This is an optimization exercise on Yosys and OpenROAD, whose aim is small area and a short achievable clock period, not a production implementation.
In this exercise RTL edits were held to simulation tests only and were not proved equivalent to the original.

==> flow/design.v, too long to show whole: its modules and the start of the top module <==
// module ALU_ACC: 75 lines
// module mul16: 305 lines
// module div16: 681 lines
// module BR: 23 lines
// module IR: 23 lines
// module MAR: 28 lines
// module MBR: 33 lines
// module PC: 27 lines
// module bitcruncher_dp: 75 lines
module bitcruncher_dp(
    input         clk,
    input         rst_n,
    input  [21:0] ctrl,             
    input  [15:0] MBR_in_memory,
    output [7:0]  MAR_out_memory,
    output [15:0] MBR_out_memory,
    output [7:0]  IR_out,
    output [3:0]  ALUflags
    );
  // ...
==> flow/flow/run.sh <==
#!/bin/bash
# The standard layout, with the standard synthesis, but with timing repair
# aiming for 22 ns of setup slack instead of 0 (the clock period and the
# constraints are the design's own). Each step's output goes to its own log.
set -euo pipefail
bash standard.sh synth > synth.log 2>&1
bash standard.sh SETUP_SLACK_MARGIN=22 finish > layout.log 2>&1
==> flow/standard.sh <==
#!/bin/bash
# synth_recipe.tcl (not shown) runs the flow's synth.tcl, then flattens the netlist and writes it again
# the make line also repeats each setting of config.mk as NAME=value (left out here)
make -C /OpenROAD-flow-scripts/flow DESIGN_CONFIG=/design/flow/config.mk WORK_HOME=/design/flow/orfs CLKGATE_MAP_FILE= SYNTH_SCRIPT=/design/flow/synth_recipe.tcl "${@:-finish}"
==> flow/config.mk <==
export PLATFORM = sky130hd
export DESIGN_NAME = bitcruncher_dp
export DESIGN_NICKNAME = bitcruncher_dp
export VERILOG_FILES = /design/flow/design.v
export SDC_FILE = /design/flow/constraint.sdc
export NUM_CORES = 4
export LEC_CHECK = 0
export ABC_AREA = 1
export CAP_MARGIN = 20
export CORE_MARGIN = 2
export CORE_UTILIZATION = 40
export SLEW_MARGIN = 20
==> flow/constraint.sdc <==
create_clock -name core_clock -period 40.0 [get_ports {clk}]
set_input_delay 8.0000 -clock core_clock [delete_from_list [all_inputs] [get_ports {clk}]]
set_output_delay 8.0000 -clock core_clock [all_outputs]
set_load 0.01 [all_outputs]
==> results list, run 1 <==
- TritonCTS built the clock tree.
* Clock period minus worst slack: 16200 ps
- For met3 alone, demand over resource in global routing was 0.0351.
* Data arrival, critical path: 16410 ps
* Top routing layer in use: met4
- Clock latency of the later-clocked register in the worst-skew pair: 360 ps
- Hold buffer count at cts: 0
- Die area: 0.0524 mm2
- The layout has 9 clock buffers.
- Summed over all failing endpoints, the final setup total negative slack is 0 ps.
- In the final design, more cell area goes to multi-input combinational cells than to any other class.
* Compound-Gate Fraction of Synth Area: 0.147
- Max-cap viol count: 0
- Of the post-synthesis cell area, the part taken by muxes is 0.00755.
- Of the total synthesized cell area, the portion taken by full adders, half adders and majority gates is 0.275.
- The run finished with no timing, DRC or antenna violations.
- For this run, the detailed router's first-pass iteration total came to 7.
- In this design, the largest share of critical-path delay is due to simple AND/OR/NAND/NOR gates.
- Maximum number of pins on one net before global-route repair: 78
- In this run the worst setup path begins at u_BR.BRr[7].
- For this run the aggregate overflow at the end of global routing stands at 0.
* Detailed-route wire length per cell: between 20 and 25 um
- Relative area change from synthesis to final layout: 9.24%
- Fraction of the yosys area taken by sequential cells: 0.118
- Count of plain and timing-repair buffers in the layout: 115
==> run 2: changes to the inputs <==
--- a/flow/config.mk
+++ b/flow/config.mk
@@ -6,5 +6,4 @@
 export NUM_CORES = 4
 export LEC_CHECK = 0
-export ABC_AREA = 1
 export CAP_MARGIN = 20
 export CORE_MARGIN = 2
==> results list, run 2 <==
* Outcome: timing/DRC/antenna clean
* Top flip-flop cell by instance count after synthesis: dfrtp_1
- Vias in the first global route: 20353
- Data arrival, critical path: 17520 ps (+1110 ps)
- The synthesized design spends more area on one cell type than any other, namely ha_1.
* Top-level I/O count: 76
* Wire length of the first global-routing pass: 124000 um
* Mean area per synthesized cell: 8.18 um2
- Post-layout utilization of the core: 0.454
- Relative area change from synthesis to final layout: 12.4%
- Path type of the worst setup path: flip-flop to flip-flop
- Number of clock buffers inserted by TritonCTS: 9
- Counting flops with a built-in enable in the synthesized netlist gives 16.
- Estimated wirelength of the detail-placed design: 59500 um
- Tot GR Track Use: 0.299
- Residual overflow from global routing: 0 (unchanged)
- Once routing completed, OpenROAD measured the worst setup slack at 22670 ps.
- Multi-input combinational cell area: 0.0174 mm2
- The synthesized netlist contains 120 unique library cells.
- Fin. Hold Viols: 0
* DR vias: 20804
* Core Rows: 83
- Achievable frequency: 0.0577 GHz
- At the pin with the least slew margin, the transition time is 1110 ps.
* Die extent in y: 232 um
- Antenna violations before repair: 0
* Clock latency of the later-clocked register in the worst-skew pair: 370 ps (about the same)
* Post-Syn Area: 0.0207 mm2
- Once detail routing completed, the nets flagged for antenna violations numbered 0.
- Clock skew on the completed layout was measured at ~29 ps.
- Weighted congestion reported at the end of routability-driven placement: between 0.9 and 1
* Fraction of the cycle the final worst path needs: 0.433
- Final design instance area without fill: 0.0233 mm2
- The largest individual stage delay along the critical path comes from the cell or4_1.
* Number of synthesized register bits: 92
- Unrepaired setup endpoints after global routing: no
- The detailed router finished its first iteration with 2426 violations.
- The die is between 200 and 250 um wide.
- Ranked by total cell area, the synthesized netlist is headed by ha_1, dfrtp_1, xnor2_1.
- Leading cell types in the layout, fill and taps excluded: ha_1, inv_1, xnor2_1
- Std-Cell Core Area: roughly 0.051 mm2
- Post-Place Worst Slack: 19430 ps
- Post-Syn Nets: around 3000
- Number of warnings reported in the yosys synthesis log: 6
* Filler instances: 5142
- Starting density of the core: 0.404
- In the synthesized netlist, the number of instances is 2532.
- The number of buffers and inverters on the critical path is 11.
- Clock period minus worst slack: 17330 ps (+1120 ps)
* Top cell family by delay on the critical path: compound AO/OA/AOI/OAI gates
- In the final design database the tool counted roughly 3000 nets.
- Of the cells placed in the final design, the portion with a size suffix greater than 1 is 0.108.
- TritonCTS clock tree: done
- Maximum number of pins on one net before global-route repair: 60 (-23%)
* Depth of the CTS H-tree: 3
- The worst setup path is launched from a flip-flop.
- The number of placed instances, taps included, is 3228.
- DP Area: 0.0222 mm2
- Commonest non-fill, non-tap cell in the layout: ha_1
- Synth top area share: 0.188
- Setup TNS: 0 ps (unchanged)
* Clk root buf: clkbuf_16
- The mean routed wirelength per cell was 24.9 um (+22%).
* FFs w/ async S/R, synth: 0.826
- Via density: 6.33
- Port Buffer Count: 72
- In the final layout, flip-flops and latches occupy ~0.0024 mm2.
- Number of pins exceeding their max-slew limit in the final report: 0
- The total die area was 0.0536 mm2 (+2.4%).
- Maximum cell stage delay along the critical path: 600 ps
- DR DRC count: 0
- CP max FO: 17
- TritonCTS sink count: 92
- Buffer levels on the longest clock path: 2
- Clock-pin slew was measured on the worst setup and hold paths at 70 ps.
- The min-delay analysis places its worst path in the category flip-flop to flip-flop.
- Final hold slack: between 400 and 500 ps
- The first-pass iteration count of the detailed router was 6 (-1).
- Number of endpoints failing setup at the final stage: 0
* Worst path required time: 40190 ps
* Fraction of the yosys area taken by sequential cells: 0.115 (-0.00277)
* Max-cap viol count: 0 (unchanged)
* Non-filler instance count after layout: 3284
* Element type at the critical path end: flip-flop
- Most instantiated library cell after synthesis: ha_1
- The routed design has 81900 um of wire.
- Commonest cells post-synth: ha_1, inv_1, xnor2_1, nand2_1, a21oi_1
* Worst relative slew slack: 0.258
[run 2: cell types whose count changed after synthesis, moves of 83 or more]
cell / previous run / this run
inv_1: 415 / 234
xor2_1: 149 / 57
nand3_1: 145 / 47
xnor2_1: 60 / 191
nand2_1: 535 / 181
a22oi_1: 0 / 83
[run 2: logic make-up (layout without fill, tap and decap cells)]
logic type               Yosys count  count (layout)  share of synthesized area
XOR/XNOR                         248             248                      0.105
flip-flops                        92              92                      0.115
other                              0               1                          0
multiplexers                      53              53                     0.0270
buffers and inverters            360             430                     0.0681
adder cells (fa/ha/maj)          404             404                      0.273
AND/OR/NAND/NOR                  619             620                      0.148
AO/OA/AOI/OAI                    756             756                      0.264
[run 2: worst paths after layout]
path | from | endpoint | slack, ps | depth (start not counted)
setup / recovery | u_BR.BRr[10] | u_ALU_ACC.ACC[1] | 22670 | 69
hold / removal | u_ALU_ACC.ALUflags[3] | u_ALU_ACC.ALUflags[3] | 490 | 2
setup reg to reg | u_BR.BRr[10] | u_ALU_ACC.ACC[1] | 22670 | 69
hold reg to reg | u_ALU_ACC.ALUflags[3] | u_ALU_ACC.ALUflags[3] | 490 | 2
max in group asynchronous | rst_n | u_BR.BRr[3] | 31230 | 2
min in group asynchronous | rst_n | u_ALU_ACC.ACC[7] | 7550 | 1
[run 2: layout make-up]
type,instances,area share
flip-flops and latches,92,0.102
repair buffers,169,0.0633
multi-input cells,2081,0.745
clock inverters,6,0.00204
clock buffers,10,0.00983
diodes,1,0.000107
inverters,245,0.0407
well taps,680,0.0365
[run 2: what timing repair did]
item / CTS / global route
setup buffers: 16 / 22
gates cloned: 0 / 1
gates resized for setup: 40 / 71
pin swaps: 5 / 10
endpoints found under the setup margin: 4 / 3
hold buffers: 0 / 0
[run 2: worst register-to-register path, delay by kind of cell (launching register included)]
family | cells | cell delay, ps
simple gates | 23 | 5870
compound gates | 27 | 7190
fa+ha+maj | 8 | 2030
flops | 1 | 330
buf+inv | 11 | 1780
[run 2: layer usage]
layer	part of all wire	track usage	wire length (um)	vias to the layer above
met2	0.45	0.486	37300	1056
met1	0.41	0.394	33800	10221
li1	-	-	-	9295
met4	0.045	0.133	3710	0
met3	0.087	0.0418	7160	232
met5	0	0	0	-
==> run 3: changes to the inputs <==
==> flow/flow/run.sh (replaced) <==
#!/bin/bash
# The standard layout, with the standard synthesis, but with timing repair
# aiming for 28 ns of setup slack instead of 0 (the clock period and the
# constraints are the design's own). Each step's output goes to its own log.
set -euo pipefail
bash standard.sh synth > synth.log 2>&1
bash standard.sh SETUP_SLACK_MARGIN=28 finish > layout.log 2>&1
--- a/flow/config.mk
+++ b/flow/config.mk
@@ -6,4 +6,5 @@
 export NUM_CORES = 4
 export LEC_CHECK = 0
+export ABC_AREA = 1
 export CAP_MARGIN = 20
 export CORE_MARGIN = 2
==> results list, run 3 <==
- The flow ran to the end and the layout has no timing, DRC or antenna violations.
- Fraction of the yosys area taken by sequential cells: 0.118 (+0.00277)
- The area of the multi-input gates came to 0.0179 mm2 (+2.9%).
- The initial antenna violation count was 0 (unchanged).
- Fin. Hold Viols: 0 (unchanged)
- Busiest layer in global routing: met2
* Top cell type by total area after synthesis: ha_1
* Met2 Track Usage GR: 0.480 (-0.00619)
* Commonest cells post-synth: nand2_1, inv_1, ha_1, nor2_1, a21oi_1
- The CTS clock-pin slew for the worst setup and hold paths was 80 ps (about the same).
* Tot GR Track Use: 0.293 (-0.00636)
- Post-Syn Area: 0.0202 mm2 (-2.3%)
- By area the synthesized netlist is led by ha_1, nand2_1, dfrtp_1.
* Clock latency of the later-clocked register in the worst-skew pair: 370 ps (about the same)
- The total I/O pin count came to 76 (unchanged).
- Relative to the synthesized area, the layout overhead comes to 31.3%.
- The library cell used most frequently in the layout, excluding fill and tap cells, is nand2_1.
- The area of the core was 0.0501 mm2 (-2.4%).
* Detail Route Antenna Nets: 0 (unchanged)
- The footprint of the flip-flops and latches was 0.00239 mm2 (+0.10%).
- The maximum clock path buffer count came to 2 (unchanged).
- Fraction of the cycle the final worst path needs: 0.294 (-0.139)
- Setup repair after global routing could not meet its margin everywhere.
- Clock period minus worst slack: 11750 ps (-5580 ps)
* Number of endpoints failing setup at the final stage: 0 (unchanged)
- The maximum clock frequency was 0.0851 GHz (+47%).
- The total negative setup slack came to 0 ps (unchanged).
* Maximum cell stage delay along the critical path: 400 ps (-200 ps)
- The fraction of layout cells with a size suffix above 1 is 0.268 (+0.160).
* DR DRC count: 0 (unchanged)
- Data arrival, critical path: 11960 ps (-5560 ps)
* Slew @ Worst Pin: 1120 ps (+10.9 ps)
- Post-synthesis share of cell area spent on and, or, nand and nor gates: 0.261 (+0.113)
- The fraction of met1 tracks used by global routing came to 0.376 (-0.0179).
- The net count after synthesis is 3308 (+11%).
- The number of buffers inserted by port buffering was 72 (unchanged).
- The required time of the worst setup path is 40210 ps (+20 ps).
- Main combinational cell family by area after synthesis: adder cells
* Post-layout utilization of the core: 0.531 (+0.0766)
* Die extent in y: 229 um (-1.2%)
- The post-synthesis mux area share is 0.00755 (-0.0195).
* Antenna Diode Count: 0 (-1)
* Worst-case register-to-register setup slack: 28250 ps (+5580 ps)
* Filler instances: 4775 (-7.1%)
* Number of pins exceeding their max-slew limit in the final report: 0 (unchanged)
- The routed wire length was 81000 um (-1.1%).
* Mean area per synthesized cell: 7.04 um2 (-14%)
- Most used cell, CP: nand2_2
- Depth of the CTS H-tree: 3 (unchanged)
* Setup crit start kind: flip-flop
- Crit path max-delay cell type: dfrtp_1
- The worst path buffer plus inverter count was 17 (+6).
* Horizontal die dimension: 229 um (-1.2%)
* Clk root buf: clkbuf_16
* Clock Skew: 11.6 ps (-17.2 ps)
* Residual overflow from global routing: 0 (unchanged)
* CP max FO: 7 (-10)
- Number of warnings reported in the yosys synthesis log: 6 (unchanged)
* FFs w/ async S/R, synth: 0.826 (unchanged)
* Global-route met3 utilization: 0.0412 (-0.000663)
* Detailed-route wire length per cell: 21.1 um (-15%)
- The worst hold path belongs to the class flip-flop to flip-flop.
- Compound-Gate Fraction of Synth Area: 0.147 (-0.117)
- Die area: 0.0524 mm2 (-2.3%)
- Number of cells produced by synthesis: 2873 (+13%)
- Nets@finish: 3587 (+18%)
- The first-pass iteration count of the detailed router was 6 (unchanged).
- The number of DRC violations after detailed-routing iteration 0 was 1851 (-24%).
* Worst relative slew slack: 0.250 (-0.00774)
- Max-cap viol count: 0 (unchanged)
- The count of flip-flops with a built-in enable after synthesis is 16 (unchanged).
* TritonCTS clock tree: done
* Top cell family by delay on the critical path: simple AND/OR/NAND/NOR gates
* Leading cell types in the layout, fill and taps excluded: nand2_1, inv_1, ha_1
* Core Rows: 82 (-1.2%)
- Most instantiated library cell after synthesis: nand2_1
- DR vias: 21686 (+4.2%)
- Weighted congestion reported at the end of routability-driven placement: 0.975 (+3.2%)
- The via-per-instance ratio is 5.66 (-11%).
- The setup path with the least slack is of type flip-flop to flip-flop.
- The portion of synthesized cell area occupied by the leading cell type was 0.193 (+0.00453).
- The initial core utilization is 0.404 (about the same).
* Wire length of the first global-routing pass: 120000 um (-3.0%)
* Vias in the first global route: 20730 (+1.9%)
* Element type at the critical path end: flip-flop
- The number of distinct library cells after synthesis was 64 (-47%).
- For this run, the leading register cell type out of synthesis is dfrtp_1.
- Maximum number of pins on one net before global-route repair: 78 (+30%)
- The number of synthesized register bits is 92 (unchanged).
* Estimated wirelength of the detail-placed design: 55700 um (-6.3%)
- TritonCTS sink count: 92 (unchanged)
- Number of clock buffers inserted by TritonCTS: 9 (unchanged)
- Adder and majority cell fraction of the synthesized area: 0.275 (+0.00211)
* Xor and xnor fraction of the mapped netlist area: 0.0905 (-0.0144)
run 3: routing by layer:
layer / up-vias / share of wire
met5: - / 0
met4: 0 / 0.057
met3: 244 / 0.078
met2: 939 / 0.46
met1: 10474 / 0.41
li1: 10029 / -
run 3: final cells by class:
class,count,area share
flip-flops and latches,92,0.0899
inverters,460,0.0695
well taps,672,0.0317
multi-input cells,2248,0.672
repair buffers,341,0.125
clock inverters,7,0.00353
clock buffers,9,0.00848
run 3: repair_timing:
| action | CTS | global route |
|---|---|---|
| hold endpoints to repair | 0 | 0 |
| setup buffers | 86 | 133 |
| hold buffers | 0 | 0 |
| pin swaps | 57 | 186 |
| setup endpoints to repair | 7 | 6 |
| cloned | 5 | 5 |
| resized for setup | 215 | 435 |
run 3: final timing paths:
| kind | cells past startpoint | to | startpoint |
|---|---|---|---|
| max | 84 | u_ALU_ACC.ACC[0] | u_BR.BRr[0] |
| min | 2 | u_ALU_ACC.ALUflags[0] | u_ALU_ACC.ALUflags[0] |
| max reg2reg | 84 | u_ALU_ACC.ACC[0] | u_BR.BRr[0] |
| min reg2reg | 2 | u_ALU_ACC.ALUflags[0] | u_ALU_ACC.ALUflags[0] |
| max in group asynchronous | 1 | u_ALU_ACC.ACC[14] | rst_n |
| min in group asynchronous | 1 | u_IR.IRr[1] | rst_n |
run 3: logic make-up after synthesis:
kind of cell    count (synthesis)
compound gates                494
xor+xnor                      209
buf+inv                       535
simple gates                 1134
mux                            14
flops                          92
fa+ha+maj                     395
run 3: worst register-to-register path: cells and delay by family, from the launching register on:
family | cells | cell delay, ps
buf+inv | 17 | 1700
simple gates | 40 | 4550
xor+xnor | 2 | 370
fa+ha+maj | 9 | 2370
flops | 1 | 400
compound gates | 16 | 2250
run 3: through the flow:
step	std cells	worst slack [ps]	hold WS, ps	area [um2]
2_1_floorplan	2873	28020	469	20300
3_3_place_gp	3584	24470	466	21800
3_5_place_dp	3584	24300	466	21800
4_1_cts	3691	27970	495	23800
5_1_grt	3829	27660	523	26600
6_report	3829	28250	491	26600
==> run 4: changes to the inputs <==
==> flow/flow/run.sh (replaced) <==
#!/bin/bash
# The standard layout, with the standard synthesis, but with timing repair
# aiming for 25 ns of setup slack instead of 0 (the clock period and the
# constraints are the design's own). Each step's output goes to its own log.
set -euo pipefail
bash standard.sh synth > synth.log 2>&1
bash standard.sh SETUP_SLACK_MARGIN=25 finish > layout.log 2>&1
==> results list, run 4 <==
- Relative area change from synthesis to final layout: 11.1%
* Hold_sp: u_ALU_ACC.ALUflags[0]
- Final design instance area without fill: 0.0225 mm2 (-15%)
- Proportion of synthesized area in mux cells: 0.00755 (unchanged)
- Maximum number of pins on one net before global-route repair: 78 (unchanged)
- The total placed instance area was 0.0218 mm2 (about the same).
* Element type at the critical path end: flip-flop
- The number of warnings issued by yosys was 6 (unchanged).
- The number of pins exceeding their max-slew limit in the final report is 0 (unchanged).
- DR vias: 20189 (-6.9%)
- Main area contributors after synthesis: ha_1, nand2_1, dfrtp_1
- The measured slew at the worst slew-check pin came to 1150 ps (+24.5 ps).
- The final-report setup violation count was 0 (unchanged).
- The count of flip-flops with a built-in enable after synthesis was 16 (unchanged).
- The number of endpoints with negative hold slack in the final report came to 0 (unchanged).
- The average size of a mapped cell was 7.04 um2 (unchanged).
* Top-level I/O count: 76 (unchanged)
- Compound-Gate Fraction of Synth Area: 0.147 (unchanged)
- The routability-driven placement congestion ratio was 0.976 (about the same).
- TritonCTS built the clock tree.
- Fraction of layout cells with a size suffix above 1: 0.0995 (-0.169)
- Buffer levels on the longest clock path: 2 (unchanged)
* Clk root buf: clkbuf_16
- By instance count, the leading cell after synthesis is nand2_1.
- Leading cell types in the layout, fill and taps excluded: nand2_1, inv_1, ha_1
- Clock Skew: 10.8 ps (-0.822 ps)
* Most used cell, CP: nand2_1
- Unrepaired setup endpoints after global routing: no
- Antenna Diode Count: 0 (unchanged)
- Detailed-route wire length per cell: 20.4 um (-3.6%)
- Router iterations before antenna repair: 6 (unchanged)
* Cell depth of the worst flop-to-flop path: 82 (-2.4%)
- Horizontal die dimension: 229 um (unchanged)
- Reg-to-reg critical path endpoint: u_ALU_ACC.ACC[1]
- Antenna violations before repair: 0 (unchanged)
- The XOR/XNOR share of the synthesized area was 0.0905 (unchanged).
- The footprint of the flip-flops and latches came to 0.00238 mm2 (-0.10%).
- The area of the multi-input gates is 0.0159 mm2 (-11%).
* Estimated wirelength of the detail-placed design: 56200 um (+0.89%)
* Post-detailed-routing wire length: 74000 um (-8.7%)
- Nets@finish: 3385 (-5.6%)
* Setup TNS: 0 ps (unchanged)
- The required time of the worst setup path was 40210 ps (about the same).
* CP max FO: 21 (+14)
- The via-per-instance ratio was 5.57 (-1.7%).
- The area of the core came to 0.0501 mm2 (unchanged).
- HP Class: flip-flop to flip-flop
- The number of buffers inserted by port buffering was 72 (unchanged).
- Residual overflow from global routing: 0 (unchanged)
- The path with the worst hold slack has its endpoint at u_ALU_ACC.ALUflags[0].
* Die area: 0.0524 mm2 (unchanged)
* Main combinational cell family by area after synthesis: adder cells
- The number of synthesized register bits was 92 (unchanged).
- The share of flip-flops with an asynchronous set or reset after synthesis is 0.826 (unchanged).
* Detail Route Antenna Nets: 0 (unchanged)
- Tot GR Track Use: 0.278 (-0.0150)
- Top flip-flop cell by instance count after synthesis: dfrtp_1
- Top cell type by total area after synthesis: ha_1
- Count of placed standard cells including taps: 3585 (+0.028%)
- Post-synthesis share of cell area spent on and, or, nand and nor gates: 0.261 (unchanged)
- Adder and majority cell fraction of the synthesized area: 0.275 (unchanged)
* Maximum cell stage delay along the critical path: 640 ps (+240 ps)
- Starting DRC count in detailed routing: 1926 (+4.1%)
- Path type of the worst setup path: flip-flop to flip-flop
- The library cell used most frequently in the layout, excluding fill and tap cells, is nand2_1.
- The setup slack of the most critical reg-to-reg path came to 26180 ps (-2070 ps).
- The first-pass GRT wire length is 114000 um (-5.3%).
- Post-Syn Nets: 3308 (unchanged)
- The worst hold path stage count was 2 (unchanged).
* Fraction of the yosys area taken by sequential cells: 0.118 (unchanged)
- The critical path data arrival time came to 14040 ps (+2080 ps).
* Number of clock buffers inserted by TritonCTS: 9 (unchanged)
- Beginning of the worst register-to-register path: u_BR.BRr[3]
- The CTS clock-pin slew for the worst setup and hold paths is 80 ps (about the same).
- The flow ran to the end and the layout has no timing, DRC or antenna violations.
- The worst relative slew slack was 0.215 (-0.0359).
- The number of H-tree levels was 3 (unchanged).
- Non-filler instance count after layout: 3627 (-5.3%)
- Post-Syn Area: 0.0202 mm2 (unchanged)
* Fraction of the cycle the final worst path needs: 0.346 (+0.0518)
- Number of distinct library cells after synthesis: 64 (unchanged)
* Commonest cells post-synth: nand2_1, inv_1, ha_1, nor2_1, a21oi_1
* Setup crit start kind: flip-flop
- The maximum clock frequency is 0.0723 GHz (-15%).
* Max-cap viol count: 0 (unchanged)
- The number of inserted filler cells in the final layout came to 5255 (+10%).
* Synth top area share: 0.193 (unchanged)
* Vias in the first global route: 19491 (-6.0%)
* Number of cells produced by synthesis: 2873 (unchanged)
- The number of clock sinks came to 92 (unchanged).
- Starting density of the core: 0.404 (unchanged)
- The number of remaining DRC errors was 0 (unchanged).
- Die extent in y: 229 um (unchanged)
- Clock latency of the later-clocked register in the worst-skew pair: 360 ps (about the same)
- Core Rows: 82 (unchanged)
* Crit path max-delay cell type: nor3_1
* Clock period minus worst slack: 13820 ps (+2070 ps)
==> run 4: cell counts after synthesis <==
No cell type changed its count.
==> run 4: through the flow <==
stage                     setup WS, ps  hold slack, ps  utilization
after floorplan                  26780             469            -
after global placement           23920             469        0.435
after detailed placement         23800             472        0.435
after CTS                        25060             499        0.442
after global routing             24970             522        0.449
final                            26180             491        0.449
==> run 4: cell type report <==
type | count | share of cell area
clock buffer | 9 | 0.0100
clock inverter | 7 | 0.00301
inverter | 460 | 0.0780
multi-input combinational | 2246 | 0.709
sequential | 92 | 0.106
tap | 672 | 0.0374
timing repair buffer | 141 | 0.0565
==> run 4: what timing repair did <==
item                       in CTS  in global routing
setup buffers                   1                 25
pin swaps                       0                  7
gates resized for setup        13                 31
setup endpoints to repair       4                  4
gates cloned                    0                  0
hold buffers                    0                  0
==> run 4: worst max-delay path: cells and delay by family (launching register included) <==
family	cells	cell delay (ps)
simple gates	49	7110
buf+inv	17	2650
fa+ha+maj	8	1850
compound gates	7	1370
flops	1	470
xor+xnor	1	170
==> run 4: kinds of logic (layout without fill, tap and decap cells) <==
kind of cell    Yosys count  in the layout
compound gates          494            494
xor+xnor                209            209
fa+ha+maj               395            395
buf+inv                 535            617
flops                    92             92
mux                      14             14
simple gates           1134           1134
==> run 4: worst max path at each step <==
stage                                  end  slack, ps         from  cells after the start
final                     u_ALU_ACC.ACC[1]      26180  u_BR.BRr[3]                     82
after detailed placement  u_ALU_ACC.ACC[0]      23800  u_BR.BRr[7]                     82
after CTS                 u_ALU_ACC.ACC[0]      25060  u_BR.BRr[6]                     84
after floorplan           u_ALU_ACC.ACC[0]      26780  u_BR.BRr[1]                     85
after global placement    u_ALU_ACC.ACC[0]      23920  u_BR.BRr[7]                     80
after global routing      u_ALU_ACC.ACC[0]      24970  u_BR.BRr[6]                     90
==> run 4: per-layer routing <==
layer | vias up | global-route usage | wire, um | part of all wire
met1 | 9565 | 0.367 | 31800 | 0.43
met5 | - | 0 | 0 | 0
met3 | 200 | 0.0343 | 5140 | 0.070
met2 | 831 | 0.459 | 33500 | 0.45
met4 | 0 | 0.114 | 3470 | 0.047
li1 | 9593 | - | - | -
==> run 5: changes to the inputs <==
==> flow/flow/run.sh (replaced) <==
#!/bin/bash
# The standard layout, with the standard synthesis, but with timing repair
# aiming for 27 ns of setup slack instead of 0 (the clock period and the
# constraints are the design's own). Each step's output goes to its own log.
set -euo pipefail
bash standard.sh synth > synth.log 2>&1
bash standard.sh SETUP_SLACK_MARGIN=27 finish > layout.log 2>&1
==> results list, run 5 <==
- Worst hold path depth: 2 (unchanged)
- Fraction of layout cells with a size suffix above 1: 0.168 (+0.0685)
- The post-route clock skew came to 10.9 ps (+0.168 ps).
- The first-pass GRT wire length was 115000 um (+1.3%).
* DR DRC count: 0 (unchanged)
- Slew @ Worst Pin: 1260 ps (+118 ps)
- In this run the critical register-to-register path is launched from u_BR.BRr[7].
- STA classifies the critical path startpoint as an input pin.
- Element type at the critical path end: flip-flop
- The number of distinct library cells after synthesis is 64 (unchanged).
* Core Rows: 82 (unchanged)
- The number of inserted filler cells in the final layout was 5033 (-4.2%).
- The number of H-tree levels came to 3 (unchanged).
- Leading cell types in the layout, fill and taps excluded: nand2_1, inv_1, ha_1
* Most used cell, CP: nor2_1
* Router iterations before antenna repair: 7 (+1)
- The horizontal die dimension is 229 um (unchanged).
- Commonest cells post-synth: nand2_1, inv_1, ha_1, nor2_1, a21oi_1
- The number of cells on the worst reg-to-reg path came to 85 (+3.7%).
- The total I/O pin count came to 76 (unchanged).
- The routability-driven placement congestion ratio came to 0.981 (+0.44%).
- The final critical-path share of the clock period is 0.312 (-0.0341).
* Number of pins exceeding their max-slew limit in the final report: 0 (unchanged)
- The number of hold buffers added after cts was 0 (unchanged).
* Unrepaired setup endpoints after global routing: yes
- Number of clock buffers inserted by TritonCTS: 9 (unchanged)
- Std-Cell Core Area: 0.0501 mm2 (unchanged)
- Compared with the post-synthesis result, the final layout area differs by 19.2%.
* Worst-case register-to-register setup slack: 27590 ps (+1410 ps)
* Detailed-route wire length per cell: 20.5 um (+0.48%)
- Via density: 5.61 (+0.72%)
- Antenna violations before repair: 2 (+2)
* TritonCTS clock tree: done
- Main area contributors after synthesis: ha_1, nand2_1, dfrtp_1
* TritonCTS sink count: 92 (unchanged)
- Buffer levels on the longest clock path: 2 (unchanged)
- The number of buffers inserted by port buffering was 72 (unchanged).
- Maximum cell stage delay along the critical path: 510 ps (-130 ps)
- The pre-CTS setup slack came to 23680 ps (-120 ps).
* Non-filler instance count after layout: 3721 (+2.6%)
- The final-report setup violation count is 0 (unchanged).
* Synth top area share: 0.193 (unchanged)
- The sequential share of the synthesized area was 0.118 (unchanged).
* Commonest non-fill, non-tap cell in the layout: nand2_1
* Number of flops mapped to enable cells by yosys: 16 (unchanged)
* Clock latency of the later-clocked register in the worst-skew pair: 360 ps (about the same)
* Final design instance area without fill: 0.0241 mm2 (+7.3%)
- The number of warnings issued by yosys is 6 (unchanged).
- Maximum number of pins on one net before global-route repair: 78 (unchanged)
- The number of placed instances, taps included was 3583 (-0.056%).
* Register clock-pin slew on the reported worst setup and hold paths: 80 ps (about the same)
* Nets@finish: 3479 (+2.8%)
- The average size of a mapped cell is 7.04 um2 (unchanged).
- The minimum clock period after layout was 12460 ps (-1360 ps).
- Starting DRC count in detailed routing: 1709 (-11%)
- FFs w/ async S/R, synth: 0.826 (unchanged)
* DR vias: 20861 (+3.3%)
* Setup TNS: 0 ps (unchanged)
- Max-cap viol count: 0 (unchanged)
- The required time of the worst setup path came to 40280 ps (+70 ps).
* Residual overflow from global routing: 0 (unchanged)
- Clock tree synthesis selected as its root buffer the cell clkbuf_16.
* Die area: 0.0524 mm2 (unchanged)
* Path type of the worst setup path: input pin to flip-flop
- Number of cells produced by synthesis: 2873 (unchanged)
- CP max FO: 18 (-14%)
- Achievable frequency: 0.0803 GHz (+11%)
* DP Area: 0.0218 mm2 (about the same)
* Detail Route Antenna Nets: 0 (unchanged)
* Vias in the first global route: 19987 (+2.5%)
* Fin. Hold Viols: 0 (unchanged)
- The post-layout worst setup margin came to 27540 ps (+1360 ps).
* Post-Syn Nets: 3308 (unchanged)
- Die extent in y: 229 um (unchanged)
- The slowest stage of the critical path is the a2111oi_2 cell.
- By instance count, the leading cell after synthesis is nand2_1.
- Tot GR Track Use: 0.280 (+0.00230)
- The summed instance area of the synthesized netlist was 0.0202 mm2 (unchanged).
- Summed over all instances, the cell type with the most area after synthesis is ha_1.
- The most critical setup path has its startpoint at ctrl[9].
- The tightest min-delay check is of the flip-flop to flip-flop type.
* Data arrival, critical path: 12740 ps (-1300 ps)
- Estimated wirelength of the detail-placed design: 55800 um (-0.75%)
- Outcome: timing/DRC/antenna clean
* Hold_sp: u_ALU_ACC.ALUflags[0]
- Final hold slack: 495 ps (+3.76 ps)
* Top flip-flop cell by instance count after synthesis: dfrtp_1
- The worst relative slew slack is 0.134 (-0.0807).
- Post-layout utilization of the core: 0.482 (+0.0328)
* Number of synthesized register bits: 92 (unchanged)
- Starting density of the core: 0.404 (unchanged)
* Post-detailed-routing wire length: 76200 um (+3.1%)
==> run 5: cell counts after synthesis <==
No cell type changed its count.
==> run 5: path summary, 6_finish.rpt <==
kind	endpoint
setup / recovery	u_ALU_ACC.ALUflags[3]
hold / removal	u_ALU_ACC.ALUflags[0]
setup reg to reg	u_ALU_ACC.ACC[0]
hold reg to reg	u_ALU_ACC.ALUflags[0]
max in group asynchronous	u_BR.BRr[0]
min in group asynchronous	u_IR.IRr[2]
==> run 5: critical path, delay by kind of cell <==
family          cells  cell delay (ps)
simple gates       13             1660
compound gates      8             1640
buf+inv             5              950
fa+ha+maj           1              270
xor+xnor            1              220
==> run 5: logic make-up after synthesis <==
kind of cell / count (synthesis) / synth area share
fa+ha+maj: 395 / 0.275
compound gates: 494 / 0.147
mux: 14 / 0.00755
simple gates: 1134 / 0.261
flops: 92 / 0.118
buf+inv: 535 / 0.101
xor+xnor: 209 / 0.0905
==> run 5: what timing repair did <==
item                       4_1_cts  5_1_grt
resized for setup               74      199
setup endpoints to repair        6        5
gates cloned                     0        6
buffers inserted                30       85
pin swaps                       11       73
==> run 5: per-layer routing <==
layer  global-route usage  share of wire  wire (um)
met4                0.139          0.058       4410
met2                0.458           0.45      34400
met3               0.0403          0.075       5710
met1                0.362           0.42      31700
met5                    0        0.00041         31
==> run 5: cell type report <==
type / count / area (um2) / area share
Antenna cell: 1 / 2.50 / 0.000104
Clock buffer: 9 / 225 / 0.00934
Clock inverter: 6 / 73.8 / 0.00306
Inverter: 460 / 1790 / 0.0742
Multi-Input combinational cell: 2248 / 16600 / 0.688
Sequential cell: 92 / 2390 / 0.0991
Tap cell: 672 / 841 / 0.0349
Timing Repair Buffer: 233 / 2210 / 0.0917
==> run 6: changes to the inputs <==
==> flow/flow/run.sh (replaced) <==
#!/bin/bash
# The standard layout, with the standard synthesis, but with timing repair
# aiming for 26 ns of setup slack instead of 0 (the clock period and the
# constraints are the design's own). Each step's output goes to its own log.
set -euo pipefail
bash standard.sh synth > synth.log 2>&1
bash standard.sh SETUP_SLACK_MARGIN=26 finish > layout.log 2>&1
==> results list, run 6 <==
- The mean routed wirelength per cell came to 20.5 um (+0.11%).
- In this run the most critical hold path is launched from u_ALU_ACC.ALUflags[0].
- The via count of the first global-routing pass came to 19578 (-2.0%).
* Most instantiated library cell after synthesis: nand2_1
* Max-cap viol count: 0 (unchanged)
- Post-Syn Area: 0.0202 mm2 (unchanged)
- In the synthesized netlist the dominant register cell turns out to be dfrtp_1.
- Cell depth of the worst flop-to-flop path: 90 (+5.9%)
- Commonest cells post-synth: nand2_1, inv_1, ha_1, nor2_1, a21oi_1
- The final critical-path share of the clock period came to 0.325 (+0.0135).
- Broken down by cell family, the worst path's largest delay share belongs to simple AND/OR/NAND/NOR gates.
- Most used cell, CP: nor2_1
- Wire length of the first global-routing pass: 114000 um (-0.90%)
* Clock Skew: 12.6 ps (+1.65 ps)
- The half-perimeter wire length after detailed placement came to 56200 um (+0.75%).
- The number of gates on the worst path with buffers counted came to 28 (unchanged).
- In this run the critical register-to-register path is captured at u_ALU_ACC.ACC[1].
- Port Buffer Count: 72 (unchanged)
- The floorplan die height is 229 um (unchanged).
- Main area contributors after synthesis: ha_1, nand2_1, dfrtp_1
* Clock period minus worst slack: 13000 ps (+541 ps)
* Unrepaired setup endpoints after global routing: no
* Number of clock buffers inserted by TritonCTS: 9 (unchanged)
- Slew @ Worst Pin: 1130 ps (-136 ps)
- Nets@finish: 3404 (-2.2%)
* Antenna violations before repair: 0 (-2)
- The biggest cell delay along the critical path is 750 ps (+240 ps).
- Core Rows: 82 (unchanged)
- DR DRC count: 0 (unchanged)
- Number of warnings reported in the yosys synthesis log: 6 (unchanged)
- Synth top area share: 0.193 (unchanged)
- The number of DRC violations after detailed-routing iteration 0 is 1907 (+12%).
- Relative area change from synthesis to final layout: 13.0%
- Top-level I/O count: 76 (unchanged)
- WP buf/inv: 5 (unchanged)
- The number of clock sinks is 92 (unchanged).
- Crit path max-delay cell type: nor4b_1
- Std-Cell Core Area: 0.0501 mm2 (unchanged)
- The count of flip-flops with a built-in enable after synthesis came to 16 (unchanged).
- The all-layer global routing usage is 0.279 (-0.00130).
* Fraction of the yosys area taken by sequential cells: 0.118 (unchanged)
* Buffer levels on the longest clock path: 2 (unchanged)
* Data arrival, critical path: 13280 ps (+540 ps)
- Leading cell types in the layout, fill and taps excluded: nand2_1, inv_1, ha_1
* Path type of the worst setup path: input pin to flip-flop
- Antenna Diode Count: 0 (-1)
- Die area: 0.0524 mm2 (unchanged)
- Number of synthesized register bits: 92 (unchanged)
- Element type at the critical path end: flip-flop
- The number of standard cells after synthesis came to 2873 (unchanged).
- Residual overflow from global routing: 0 (unchanged)
- Clock latency of the later-clocked register in the worst-skew pair: 360 ps (about the same)
* Clk root buf: clkbuf_16
- The path with the worst hold slack has its endpoint at u_ALU_ACC.ALUflags[0].
- Beginning of the worst register-to-register path: u_BR.BRr[0]
* Worst path required time: 40280 ps (about the same)
- The CTS clock-pin slew for the worst setup and hold paths came to 80 ps (about the same).
* Router iterations before antenna repair: 7 (unchanged)
- Number of distinct library cells after synthesis: 64 (unchanged)
- Post-detailed-routing wire length: 74800 um (-1.9%)
- CP max FO: 18 (unchanged)
* Fin. Hold Viols: 0 (unchanged)
* Fraction of layout cells with a size suffix above 1: 0.115 (-0.0533)
* Starting density of the core: 0.404 (unchanged)
- The antenna violation net count after detailed routing was 0 (unchanged).
- The average size of a mapped cell was 7.04 um2 (unchanged).
* FFs w/ async S/R, synth: 0.826 (unchanged)
* Worst hold path depth: 2 (unchanged)
- The path class of the tightest hold or removal check is flip-flop to flip-flop.
* Commonest non-fill, non-tap cell in the layout: nand2_1
- The setup slack of the most critical reg-to-reg path came to 27040 ps (-550 ps).
- The worst relative slew slack came to 0.227 (+0.0929).
* DR vias: 20355 (-2.4%)
* Achievable frequency: 0.0769 GHz (-4.2%)
- Post-Syn Nets: 3308 (unchanged)
- The final-report setup violation count came to 0 (unchanged).
* TritonCTS clock tree: done
- Final hold slack: 493 ps (-1.95 ps)
- The synthesized design spends more area on one cell type than any other, namely ha_1.
- Weighted congestion reported at the end of routability-driven placement: 0.976 (-0.44%)
* Horizontal die dimension: 229 um (unchanged)
* Maximum number of pins on one net before global-route repair: 78 (unchanged)
- Number of pins exceeding their max-slew limit in the final report: 0 (unchanged)
- Setup crit start kind: input pin
- Depth of the CTS H-tree: 3 (unchanged)
* Outcome: timing/DRC/antenna clean
- Setup TNS: 0 ps (unchanged)
* Via density: 5.58 (-0.42%)
[run 6: cell counts after synthesis]
Identical to the previous run, type by type.
[run 6: how the worst max path moves through the flow]
stage | slack, ps | to | startpoint
2_1_floorplan | 26780 | u_ALU_ACC.ACC[0] | u_BR.BRr[1]
3_3_place_gp | 23920 | u_ALU_ACC.ACC[0] | u_BR.BRr[7]
3_5_place_dp | 23800 | u_ALU_ACC.ACC[0] | u_BR.BRr[7]
4_1_cts | 26010 | u_ALU_ACC.ACC[1] | u_BR.BRr[15]
5_1_grt | 25940 | u_ALU_ACC.ACC[0] | u_BR.BRr[11]
6_report | 27000 | u_ALU_ACC.ALUflags[3] | ctrl[9]
[run 6: per-layer routing]
metal  part of all wire  global-route usage  vias up
li1                   -                   -     9645
met1               0.42               0.366     9656
met2               0.46               0.462      848
met3              0.072              0.0357      206
met4              0.046               0.117        0
met5                  0                   0        -
[run 6: cell families after synthesis]
kind of cell | Yosys count | synth area share
XOR/XNOR | 209 | 0.0905
adder cells (fa/ha/maj) | 395 | 0.275
flip-flops | 92 | 0.118
AO/OA/AOI/OAI | 494 | 0.147
multiplexers | 14 | 0.00755
buffers and inverters | 535 | 0.101
AND/OR/NAND/NOR | 1134 | 0.261
[run 6: worst register-to-register path, delay by kind of cell (launching register included)]
family | cells | cell delay [ps]
AOI/OAI and AO/OA | 13 | 2010
and+or+nand+nor | 45 | 5510
DFF | 1 | 430
buffers and inverters | 23 | 2680
adders and majority gates | 9 | 2170
[run 6: area by class of cell]
type / count / area [um2]
fillers: 5232 / 27200
clock inverters: 7 / 67.6
repair buffers: 160 / 1500
inverters: 460 / 1770
clock buffers: 9 / 225
well taps: 672 / 841
multi-input cells: 2246 / 16100
flip-flops and latches: 92 / 2390
[run 6: per-stage QoR]
step                      cells  instance area, um2  worst slack [ps]  utilization
after detailed placement   3585               21800             23800        0.435
after CTS                  3615               22300             26010        0.446
final                      3646               22900             27000        0.457
after global placement     3585               21800             23920        0.435
after global routing       3646               22900             25940        0.457
after floorplan            2873               20200             26780            -
[run 6: timing repair]
action                     CTS  global route
hold buffers                 0             0
pin swaps                    4            12
setup endpoints to repair    4             4
setup buffers               14            30
resized for setup           29            73
gates cloned                 0             1
==> run 7: changes to the inputs <==
--- a/flow/config.mk
+++ b/flow/config.mk
@@ -10,3 +10,4 @@
 export CORE_MARGIN = 2
 export CORE_UTILIZATION = 40
+export PLACE_DENSITY = 0.75
 export SLEW_MARGIN = 20
==> results list, run 7 <==
* Post-Syn Area: 0.0202 mm2 (unchanged)
- The number of warnings issued by yosys was 6 (unchanged).
- In the synthesized netlist, the cells that appear most often are nand2_1, inv_1, ha_1, nor2_1, a21oi_1.
- Setup crit start kind: flip-flop
* Number of pins exceeding their max-slew limit in the final report: 0 (unchanged)
- The routed wire length was 70100 um (-6.3%).
* Slew @ Worst Pin: 1120 ps (-8.82 ps)
- The final net count is 3389 (-0.44%).
* Starting DRC count in detailed routing: 2066 (+8.3%)
* Leading cell types in the layout, fill and taps excluded: nand2_1, inv_1, ha_1
* TritonCTS sink count: 92 (unchanged)
- The maximum net fanout on the critical path was 11 (-7).
* Port Buffer Count: 72 (unchanged)
* Most used cell, CP: nand2_1
- The worst relative slew slack was 0.251 (+0.0246).
- Most instantiated library cell after synthesis: nand2_1
* Buffer levels on the longest clock path: 2 (unchanged)
- The number of standard cells after synthesis came to 2873 (unchanged).
- The number of hold buffers added after cts was 0 (unchanged).
- Global-route met3 utilization: 0.0412 (+0.00549)
- Number of clock buffers inserted by TritonCTS: 9 (unchanged)
- The clock latency on the worst-skew pair came to 380 ps (+20 ps).
- Leaving out fill and tap cells, the most frequent cell in the layout is nand2_1.
* Register clock-pin slew on the reported worst setup and hold paths: 90 ps (about the same)
- Weighted congestion reported at the end of routability-driven placement: 1.00 (+2.7%)
- The final instance area came to 0.0227 mm2 (-0.54%).
- The half-perimeter wire length after detailed placement is 51700 um (-8.0%).
- Post-Syn Nets: 3308 (unchanged)
- TritonCTS built the clock tree.
- The pre-CTS setup slack was 23520 ps (-275 ps).
- Relative area change from synthesis to final layout: 12.4%
* Setup TNS: 0 ps (unchanged)
- The via count of the first global-routing pass came to 19057 (-2.7%).
* DR DRC count: 0 (unchanged)
- Std-Cell Core Area: 0.0501 mm2 (unchanged)
- The final-report setup violation count came to 0 (unchanged).
* DP Area: 0.0218 mm2 (-0.18%)
- Maximum number of pins on one net before global-route repair: 60 (-23%)
- Final setup slack of the worst path: 26540 ps (-455 ps)
* Fin. Hold Viols: 0 (unchanged)
* Count of placed standard cells including taps: 3580 (-0.14%)
* Outcome: timing/DRC/antenna clean
* Data arrival, critical path: 13680 ps (+400 ps)
- The required time of the worst setup path came to 40230 ps (-50 ps).
- The first-pass iteration count of the detailed router came to 6 (-1).
- The number of maximum-capacitance constraint violations came to 0 (unchanged).
- The first-pass GRT wire length is 108000 um (-5.4%).
- In the synthesized netlist the dominant register cell turns out to be dfrtp_1.
- Detail Route Antenna Nets: 0 (unchanged)
- FFs w/ async S/R, synth: 0.826 (unchanged)
* Clk root buf: clkbuf_16
* Tot GR Track Use: 0.260 (-0.0185)
* Number of synthesized register bits: 92 (unchanged)
* Clock Skew: 20.5 ps (+7.91 ps)
* HP Class: flip-flop to flip-flop
- Number of flops mapped to enable cells by yosys: 16 (unchanged)
- Detailed-route wire length per cell: 19.3 um (-5.9%)
- Fraction of layout cells with a size suffix above 1: 0.109 (-0.00584)
- Met1 Track Usage GR: 0.336 (-0.0301)
- The critical path is of the flip-flop to flip-flop type.
* Post-layout utilization of the core: 0.454 (-0.00247)
- The maximum clock frequency is 0.0743 GHz (-3.4%).
- Setup repair after global routing left no endpoint under its margin.
- The horizontal die dimension was 229 um (unchanged).
* Residual overflow from global routing: 0 (unchanged)
* Non-filler instance count after layout: 3631 (-0.41%)
- The total die area was 0.0524 mm2 (unchanged).
* Top-level I/O count: 76 (unchanged)
- met2 is the most crowded layer.
- The number of antenna diodes came to 0 (unchanged).
- The via-per-instance ratio came to 5.61 (+0.42%).
- Die extent in y: 229 um (unchanged)
- Main area contributors after synthesis: ha_1, nand2_1, dfrtp_1
- The average size of a mapped cell came to 7.04 um2 (unchanged).
- The number of inserted filler cells in the final layout was 5115 (-2.2%).
- Antenna violations before repair: 0 (unchanged)
* Fraction of the yosys area taken by sequential cells: 0.118 (unchanged)
- The smallest hold slack came to 508 ps (+14.7 ps).
- Crit path max-delay cell type: xor2_1
- Clock period minus worst slack: 13460 ps (+455 ps)
- Of all cell types, the one taking the most synthesized area is ha_1.
* Maximum cell stage delay along the critical path: 790 ps (+40 ps)
* Number of distinct library cells after synthesis: 64 (unchanged)
* Element type at the critical path end: flip-flop
- Starting density of the core: 0.404 (unchanged)
- The cell row count is 82 (unchanged).
- The number of H-tree levels is 3 (unchanged).
- Met2 Track Usage GR: 0.414 (-0.0485)
- The overall via count from detail_route came to 20356 (+0.0049%).
* Fraction of the cycle the final worst path needs: 0.336 (+0.0114)
- The portion of synthesized cell area occupied by the leading cell type came to 0.193 (unchanged).
## run 7: cell families (layout without fill, tap and decap cells)
kind of cell	Yosys count	count (layout)	share of synthesized area
AO/OA/AOI/OAI	494	494	0.147
AND/OR/NAND/NOR	1134	1134	0.261
adder cells (fa/ha/maj)	395	395	0.275
buffers and inverters	535	621	0.101
flip-flops	92	92	0.118
multiplexers	14	14	0.00755
XOR/XNOR	209	209	0.0905
## run 7: routing by layer
layer  wire, um  vias up
li1           -     9613
met1      28100     9380
met2      30500     1071
met3       6810      292
met4       4700        0
met5          0        -
## run 7: final cells by class
cell class / count / area [um2] / share of cell area
multi-input cells: 2246 / 16100 / 0.707
flip-flops and latches: 92 / 2390 / 0.105
inverters: 460 / 1760 / 0.0774
repair buffers: 145 / 1370 / 0.0604
well taps: 672 / 841 / 0.0370
clock buffers: 9 / 225 / 0.00991
clock inverters: 7 / 67.6 / 0.00297
## run 7: worst paths after layout
path	start	end	slack, ps	cells after the start
worst max-delay path	u_BR.BRr[3]	u_ALU_ACC.ACC[0]	26540	81
worst min-delay path	u_ALU_ACC.ALUflags[2]	u_ALU_ACC.ALUflags[2]	510	2
worst max register to register	u_BR.BRr[3]	u_ALU_ACC.ACC[0]	26540	81
worst min register to register	u_ALU_ACC.ALUflags[2]	u_ALU_ACC.ALUflags[2]	510	2
max in group asynchronous	rst_n	u_BR.BRr[0]	31390	2
min in group asynchronous	rst_n	u_IR.IRr[1]	7490	1
## run 7: what timing repair did
item	CTS	global route
pin swaps	3	12
endpoints found under the setup margin	4	4
buffers inserted	9	25
gates resized for setup	35	61
cloned	0	1
## run 7: worst max-delay path: cells and delay by family (launching register included)
| kind | cells | cell delay, ps |
|---|---|---|
| flops | 1 | 570 |
| fa+ha+maj | 8 | 1990 |
| xor+xnor | 1 | 790 |
| buf+inv | 19 | 2580 |
| compound gates | 10 | 1640 |
| simple gates | 43 | 5670 |
==> run 8: changes to the inputs <==
--- a/flow/config.mk
+++ b/flow/config.mk
@@ -10,4 +10,4 @@
 export CORE_MARGIN = 2
 export CORE_UTILIZATION = 40
-export PLACE_DENSITY = 0.75
 export SLEW_MARGIN = 20
+export SYNTH_HIERARCHICAL = 1
==> results list, run 8 <==
- The total negative setup slack is 0 ps (unchanged).
- The area of the core was 0.0537 mm2 (+7.3%).
* Worst path required time: 40240 ps (about the same)
- Count of placed standard cells including taps: 4017 (+12%)
- The via count of the first global-routing pass came to 19992 (+4.9%).
* Main area contributors after synthesis: ha_1, nand2_1, dfrtp_1
- The total congestion overflow is 0 (unchanged).
- The fraction of layout cells with a size suffix above 1 was 0.112 (+0.00275).
- Clock Skew: 15.6 ps (-4.86 ps)
- Clk root buf: clkbuf_16
- The total die area is 0.0561 mm2 (+7.2%).
- Achievable frequency: 0.0770 GHz (+3.6%)
- Mean area per synthesized cell: 6.62 um2 (-5.9%)
* Final setup slack of the worst path: 27020 ps (+472 ps)
- Number of flops mapped to enable cells by yosys: 16 (unchanged)
- Antenna violations before repair: 0 (unchanged)
- The number of buffers inserted by port buffering came to 72 (unchanged).
* CP max FO: 26 (+15)
* Setup crit start kind: flip-flop
- Fraction of the yosys area taken by sequential cells: 0.110 (-0.00799)
- Hold_sp: u_IR.IRr[3]
- DR DRC count: 0 (unchanged)
* Tot GR Track Use: 0.253 (-0.00771)
* Buffer levels on the longest clock path: 2 (unchanged)
- Number of synthesized register bits: 92 (unchanged)
* Antenna Diode Count: 0 (unchanged)
* Path type of the worst setup path: flip-flop to flip-flop
- Most used cell, CP: nand2_1
- The critical path starts at u_BR.BRr[5].
- Core Rows: 85 (+3.7%)
- Depth of the CTS H-tree: 3 (unchanged)
- The number of pins exceeding their max-slew limit in the final report is 0 (unchanged).
* Post-detailed-routing wire length: 72000 um (+2.7%)
* Final hold slack: 485 ps (-23.0 ps)
- FFs w/ async S/R, synth: 0.826 (unchanged)
* Starting density of the core: 0.404 (about the same)
* Post-Place Worst Slack: 24370 ps (+853 ps)
- Crit path max-delay cell type: nor3_1
- Beginning of the worst register-to-register path: u_BR.BRr[5]
- Commonest non-fill, non-tap cell in the layout: nand2_1
- The first-pass iteration count of the detailed router was 6 (unchanged).
* Worst relative slew slack: 0.446 (+0.194)
* Number of clock buffers inserted by TritonCTS: 9 (unchanged)
- Top-level I/O count: 76 (unchanged)
- The critical path data arrival time came to 13230 ps (-450 ps).
- The run finished with no timing, DRC or antenna violations.
* Top flip-flop cell by instance count after synthesis: dfrtp_1
* Post-Syn Nets: 3693 (+12%)
- Commonest cells post-synth: nand2_1, inv_1, ha_1, nand3_1, nor2_1
- The minimum clock period after layout came to 12980 ps (-472 ps).
- The measured slew at the worst slew-check pin came to 824 ps (-294 ps).
- By instance count, the leading cell after synthesis is nand2_1.
- In the layout the commonest cells are nand2_1, inv_1, ha_1.
- The number of distinct library cells after synthesis was 65 (+1.6%).
- Post-Syn Area: 0.0217 mm2 (+7.3%)
* Clock latency of the later-clocked register in the worst-skew pair: 360 ps (-20 ps)
- The number of inserted filler cells in the final layout came to 5609 (+9.7%).
* Weighted congestion reported at the end of routability-driven placement: 0.902 (-10%)
- DR vias: 21433 (+5.3%)
- Of all cell types, the one taking the most synthesized area is ha_1.
* Detail Route Antenna Nets: 0 (unchanged)
- TritonCTS clock tree: done
- The half-perimeter wire length after detailed placement came to 54200 um (+4.8%).
* Element type at the critical path end: flip-flop
- Number of warnings reported in the yosys synthesis log: 12 (+6)
- Starting DRC count in detailed routing: 1803 (-13%)
* Relative area change from synthesis to final layout: 10.8%
* Sequential cell area: 0.00239 mm2 (-0.16%)
- The final critical-path share of the clock period is 0.325 (-0.0118).
- The CTS clock-pin slew for the worst setup and hold paths is 90 ps (about the same).
* Die extent in y: 237 um (+3.5%)
- The number of standard cells after synthesis was 3276 (+14%).
* Hold buffer count at cts: 0 (unchanged)
- The final instance area is 0.0240 mm2 (+5.7%).
* Multi-input combinational cell area: 0.0170 mm2 (+5.8%)
* Non-filler instance count after layout: 4075 (+12%)
* Synth top area share: 0.169 (-0.0235)
- The largest net degree at the start of global routing was 53 (-12%).
* HP Class: flip-flop to flip-flop
* Via density: 5.26 (-6.2%)
- Wire length of the first global-routing pass: 112000 um (+3.9%)
* TritonCTS sink count: 92 (unchanged)
* Max-cap viol count: 0 (unchanged)
- Nets@finish: 3791 (+12%)
* Detailed-route wire length per cell: 17.7 um (-8.5%)
- The biggest cell delay along the critical path is 510 ps (-280 ps).
* Unrepaired setup endpoints after global routing: no
* Horizontal die dimension: 237 um (+3.5%)
- The final-report setup violation count was 0 (unchanged).
- The number of endpoints with negative hold slack in the final report came to 0 (unchanged).
- DP Area: 0.0231 mm2 (+6.2%)
run 8: routing by layer:
metal,vias to the layer above,wire (um),global-route usage,share of wire
met5,-,0,0,0
met2,673,31800,0.406,0.44
met1,9939,33600,0.355,0.47
met4,0,2330,0.0817,0.032
li1,10711,-,-,-
met3,110,4350,0.0259,0.060
run 8: worst paths after layout:
kind                               endpoint  slack [ps]  cells after the start
min in group asynchronous       u_IR.IRr[6]        7530                      1
max reg2reg                u_ALU_ACC.ACC[0]       27020                     88
min                             u_IR.IRr[3]         480                      2
max in group asynchronous       u_BR.BRr[7]       31390                      2
min reg2reg                     u_IR.IRr[3]         480                      2
max                        u_ALU_ACC.ACC[0]       27020                     88
run 8: per-module statistics from Yosys, one instance, submodules excluded, excerpt:
module   area [um2]  cells inside
div16         11300          1803
mul16          4210           604
ALU_ACC        3080           555
MBR            1250           106
BR              644            68
PC              499            62
MAR             374            44
IR              305            34
run 8: worst max-delay path: cells and delay by family (launching register included):
| family | cells | cell delay, ps |
|---|---|---|
| xor gates and xnor gates | 1 | 160 |
| buffers and inverters | 16 | 2350 |
| adders and majority gates | 8 | 1860 |
| and+or+nand+nor | 53 | 6790 |
| DFF | 1 | 330 |
| AOI/OAI and AO/OA | 10 | 1310 |
run 8: metrics by stage:
| stage | util |
|---|---|
| final | 0.448 |
| after global routing | 0.448 |
| after CTS | 0.438 |
| after detailed placement | 0.430 |
| after global placement | 0.430 |
| after floorplan | - |
run 8: logic make-up (layout without fill, tap and decap cells):
logic type,count (synthesis),after routing,synth area share
xor gates and xnor gates,193,193,0.0789
AOI/OAI and AO/OA,369,369,0.102
and+or+nand+nor,1634,1635,0.344
adders and majority gates,377,377,0.246
buffers and inverters,609,711,0.118
muxes,2,2,0.000922
DFF,92,92,0.110
run 8: final cells by class:
class	instances	area share
clock buffer	9	0.00937
clock inverter	7	0.00333
inverter	536	0.0858
multi-input combinational	2576	0.708
sequential	92	0.0994
tap	696	0.0362
timing repair buffer	159	0.0583
run 8: what timing repair did:
| item | CTS | global route |
|---|---|---|
| pin swaps | 2 | 15 |
| endpoints found under the setup margin | 4 | 4 |
| cloned | 0 | 1 |
| buffers inserted | 6 | 35 |
| resized for setup | 21 | 59 |
==> run 9: changes to the inputs <==
--- a/flow/config.mk
+++ b/flow/config.mk
@@ -9,5 +9,4 @@
 export CAP_MARGIN = 20
 export CORE_MARGIN = 2
-export CORE_UTILIZATION = 40
+export CORE_UTILIZATION = 55
 export SLEW_MARGIN = 20
-export SYNTH_HIERARCHICAL = 1
==> results list, run 9 <==
- Port Buffer Count: 72 (unchanged)
- The final instance area came to 0.0230 mm2 (-4.3%).
* DP Area: 0.0215 mm2 (-7.0%)
- Post-detailed-routing wire length: 75800 um (+5.3%)
- In the post-synthesis netlist, the cell with the most instances is nand2_1.
- Number of logic stages on the critical path including buffering: 27 (-69%)
- Met3 Routed Length: 6280 um (+44%)
* Clock latency of the later-clocked register in the worst-skew pair: 370 ps (about the same)
- The number of distinct library cells after synthesis is 64 (-1.5%).
- Met1 routed wirelength after detailed routing: 30700 um (-8.4%)
- Fin. Hold Viols: 0 (unchanged)
- Among all flip-flop cells after synthesis, the most frequent one is dfrtp_1.
- TritonCTS sink count: 92 (unchanged)
- The worst relative slew slack is 0.171 (-0.275).
- Max-cap viol count: 0 (unchanged)
- The number of warnings issued by yosys is 6 (-6).
* Mean area per synthesized cell: 7.04 um2 (+6.3%)
- Leading cell types in the layout, fill and taps excluded: nand2_1, inv_1, ha_1
* Top-level I/O count: 76 (unchanged)
- Clock Skew: 15.2 ps (-0.468 ps)
* Setup TNS: 0 ps (unchanged)
* Fraction of the cycle the final worst path needs: 0.331 (+0.00673)
- Maximum number of pins on one net before global-route repair: 41 (-23%)
* Number of flops mapped to enable cells by yosys: 16 (unchanged)
* Depth of the CTS H-tree: 3 (unchanged)
* Number of synthesized register bits: 92 (unchanged)
* Fraction of layout cells with a size suffix above 1: 0.130 (+0.0187)
* DR vias: 20827 (-2.8%)
- Die area: 0.0383 mm2 (-32%)
- The maximum clock path buffer count is 2 (unchanged).
- The worst setup path is captured at a flip-flop.
- Crit path max-delay cell type: clkdlybuf4s50_1
- The number of inserted filler cells in the final layout is 3395 (-39%).
- Tot GR Track Use: 0.392 (+0.139)
- Top cell type by total area after synthesis: ha_1
- The antenna violation net count after detailed routing came to 0 (unchanged).
- Top routing layer in use: met5
- Maximum cell stage delay along the critical path: 940 ps (+430 ps)
- Setup crit start kind: input pin
* Post-Syn Nets: 3308 (-10%)
- The first-pass GRT wire length is 116000 um (+3.4%).
- The initial core utilization came to 0.555 (+0.151).
- Horizontal die dimension: 196 um (-17%)
- The routability-driven placement congestion ratio is 0.987 (+9.4%).
- Clk root buf: clkbuf_16
* Starting DRC count in detailed routing: 2014 (+12%)
* Relative area change from synthesis to final layout: 13.7%
- Unrepaired setup endpoints after global routing: no
* Number of pins exceeding their max-slew limit in the final report: 0 (unchanged)
- The cell row count came to 70 (-18%).
* Antenna Diode Count: 0 (unchanged)
- The via count of the first global-routing pass came to 20312 (+1.6%).
- Clock period minus worst slack: 13250 ps (+269 ps)
- Antenna violations before repair: 1 (+1)
- The measured slew at the worst slew-check pin was 1210 ps (+388 ps).
- Top cell family by delay on the critical path: compound AO/OA/AOI/OAI gates
* HP Class: flip-flop to flip-flop
* TritonCTS clock tree: done
* Path type of the worst setup path: input pin to flip-flop
* Data arrival, critical path: 13540 ps (+310 ps)
* Number of clock buffers inserted by TritonCTS: 9 (unchanged)
- The first-pass iteration count of the detailed router is 8 (+2).
* Number of cells produced by synthesis: 2873 (-12%)
* Residual overflow from global routing: 0 (unchanged)
* Estimated wirelength of the detail-placed design: 55200 um (+2.0%)
- Detailed-route wire length per cell: 21.9 um (+24%)
- The via-per-instance ratio came to 6.00 (+14%).
* Register clock-pin slew on the reported worst setup and hold paths: 80 ps (about the same)
- Post-layout utilization of the core: 0.632 (+0.184)
- Achievable frequency: 0.0755 GHz (-2.0%)
- CP max FO: 18 (-31%)
- Number of endpoints failing setup at the final stage: 0 (unchanged)
- FFs w/ async S/R, synth: 0.826 (unchanged)
* Worst hold path depth: 2 (unchanged)
- Die extent in y: 196 um (-17%)
* Commonest cells post-synth: nand2_1, inv_1, ha_1, nor2_1, a21oi_1
- Post-Syn Area: 0.0202 mm2 (-6.8%)
- WP buf/inv: 4 (-12)
* Cell depth of the worst flop-to-flop path: 91 (+3.4%)
- The sequential share of the synthesized area was 0.118 (+0.00799).
* Commonest non-fill, non-tap cell in the layout: nand2_1
- Synth top area share: 0.193 (+0.0235)
- The number of remaining DRC errors is 0 (unchanged).
* Outcome: timing/DRC/antenna clean
- Wire length on met2: 33400 um (+5.3%)
- Std-Cell Core Area: 0.0364 mm2 (-32%)
- Most used cell, CP: nor2_1
* Main area contributors after synthesis: ha_1, nand2_1, dfrtp_1
* Worst path required time: 40290 ps (+50 ps)
* Nets@finish: 3432 (-9.5%)
[run 9: worst register-to-register path: cells and delay by family, from the launching register on]
family / cells / cell delay (ps)
AO/OA/AOI/OAI: 12 / 1850
buffers and inverters: 22 / 2690
AND/OR/NAND/NOR: 49 / 6370
flip-flops: 1 / 400
adder cells (fa/ha/maj): 8 / 1660
[run 9: per-stage QoR]
step / setup slack, ps / hold WS [ps] / cells
floorplan: 26780 / 469 / 2873
finish: 26750 / 495 / 3470
detailed placement: 22790 / 475 / 3374
CTS: 26060 / 499 / 3403
global route: 25910 / 536 / 3470
global placement: 23020 / 477 / 3374
[run 9: metal layers]
metal / GRT usage / up-vias
met1: 0.500 / 9813
met5: 0 / -
met3: 0.0528 / 293
met4: 0.231 / 2
met2: 0.638 / 1017
li1: - / 9702
[run 9: path summary, 6_finish.rpt]
kind	start	end	slack [ps]
max in group asynchronous	rst_n	u_BR.BRr[13]	31410
min in group asynchronous	rst_n	u_MAR.MARr[2]	7590
max reg2reg	u_BR.BRr[5]	u_ALU_ACC.ACC[0]	26840
min reg2reg	u_ALU_ACC.ALUflags[2]	u_ALU_ACC.ALUflags[2]	500
min	u_ALU_ACC.ALUflags[2]	u_ALU_ACC.ALUflags[2]	500
max	ctrl[9]	u_ALU_ACC.ALUflags[3]	26750
[run 9: final cells by class]
class                           instances  area (um2)  area share
Sequential cell                        92        2400       0.104
Clock buffer                           11         254      0.0110
Timing Repair Buffer                  186        1720      0.0747
Tap cell                              468         586      0.0254
Multi-Input combinational cell       2248       16200       0.704
Inverter                              460        1800      0.0782
Clock inverter                          5        41.3     0.00179
[run 9: logic make-up after synthesis]
group,Yosys count,share of synthesized area
adders and majority gates,395,0.275
xor gates and xnor gates,209,0.0905
and+or+nand+nor,1134,0.261
AOI/OAI and AO/OA,494,0.147
buffers and inverters,535,0.101
DFF,92,0.118
muxes,14,0.00755
[run 9: timing repair]
| action | in CTS | in global routing |
|---|---|---|
| resized for setup | 49 | 107 |
| hold endpoints to repair | 0 | 0 |
| hold buffers | 0 | 0 |
| endpoints found under the setup margin | 4 | 4 |
| cloned | 0 | 2 |
| pin swaps | 4 | 22 |
| buffers inserted | 13 | 65 |

-- port drivers added, routing unchanged --
The results above use ideal ports. As a check the final layouts listed here were re-extracted and re-timed, cells and wires unchanged. Step 1 assumes that a clkbuf_16 drives the clock port and a buf_2 every other input. Step 2 times the ports against the registers' clock, not the clock port: input delays grow and output delays shrink by t, the midpoint of the rising clock arrivals with the driver on. Slacks: ideal ports / drivers / drivers and shift; pairs: ideal ports / drivers.
| run | t, ns | setup slack, ns | worst slew at a driven data input, ns | pins driven straight from the clock port |
|---|---|---|---|---|
| run 1 | 0.399 | 23.797 / 23.797 / 23.797 | 0.09 | 1 |
| run 2 | 0.404 | 22.673 / 22.673 / 22.673 | 0.07 | 1 |
| run 3 | 0.414 | 28.248 / 28.248 / 27.961 | 0.07 | 1 |
| run 4 | 0.402 | 26.177 / 26.177 / 26.177 | 0.08 | 1 |
| run 5 | 0.406 | 27.539 / 27.562 / 27.156 | 0.06 | 1 |
| run 6 | 0.402 | 26.999 / 27.019 / 26.617 | 0.09 | 1 |
| run 7 | 0.405 | 26.544 / 26.544 / 26.544 | 0.07 | 1 |
| run 8 | 0.397 | 27.016 / 27.016 / 27.016 | 0.05 | 1 |
| run 9 | 0.408 | 26.747 / 26.772 / 26.364 | 0.06 | 1 |
After both steps setup and hold are still met in every run listed.
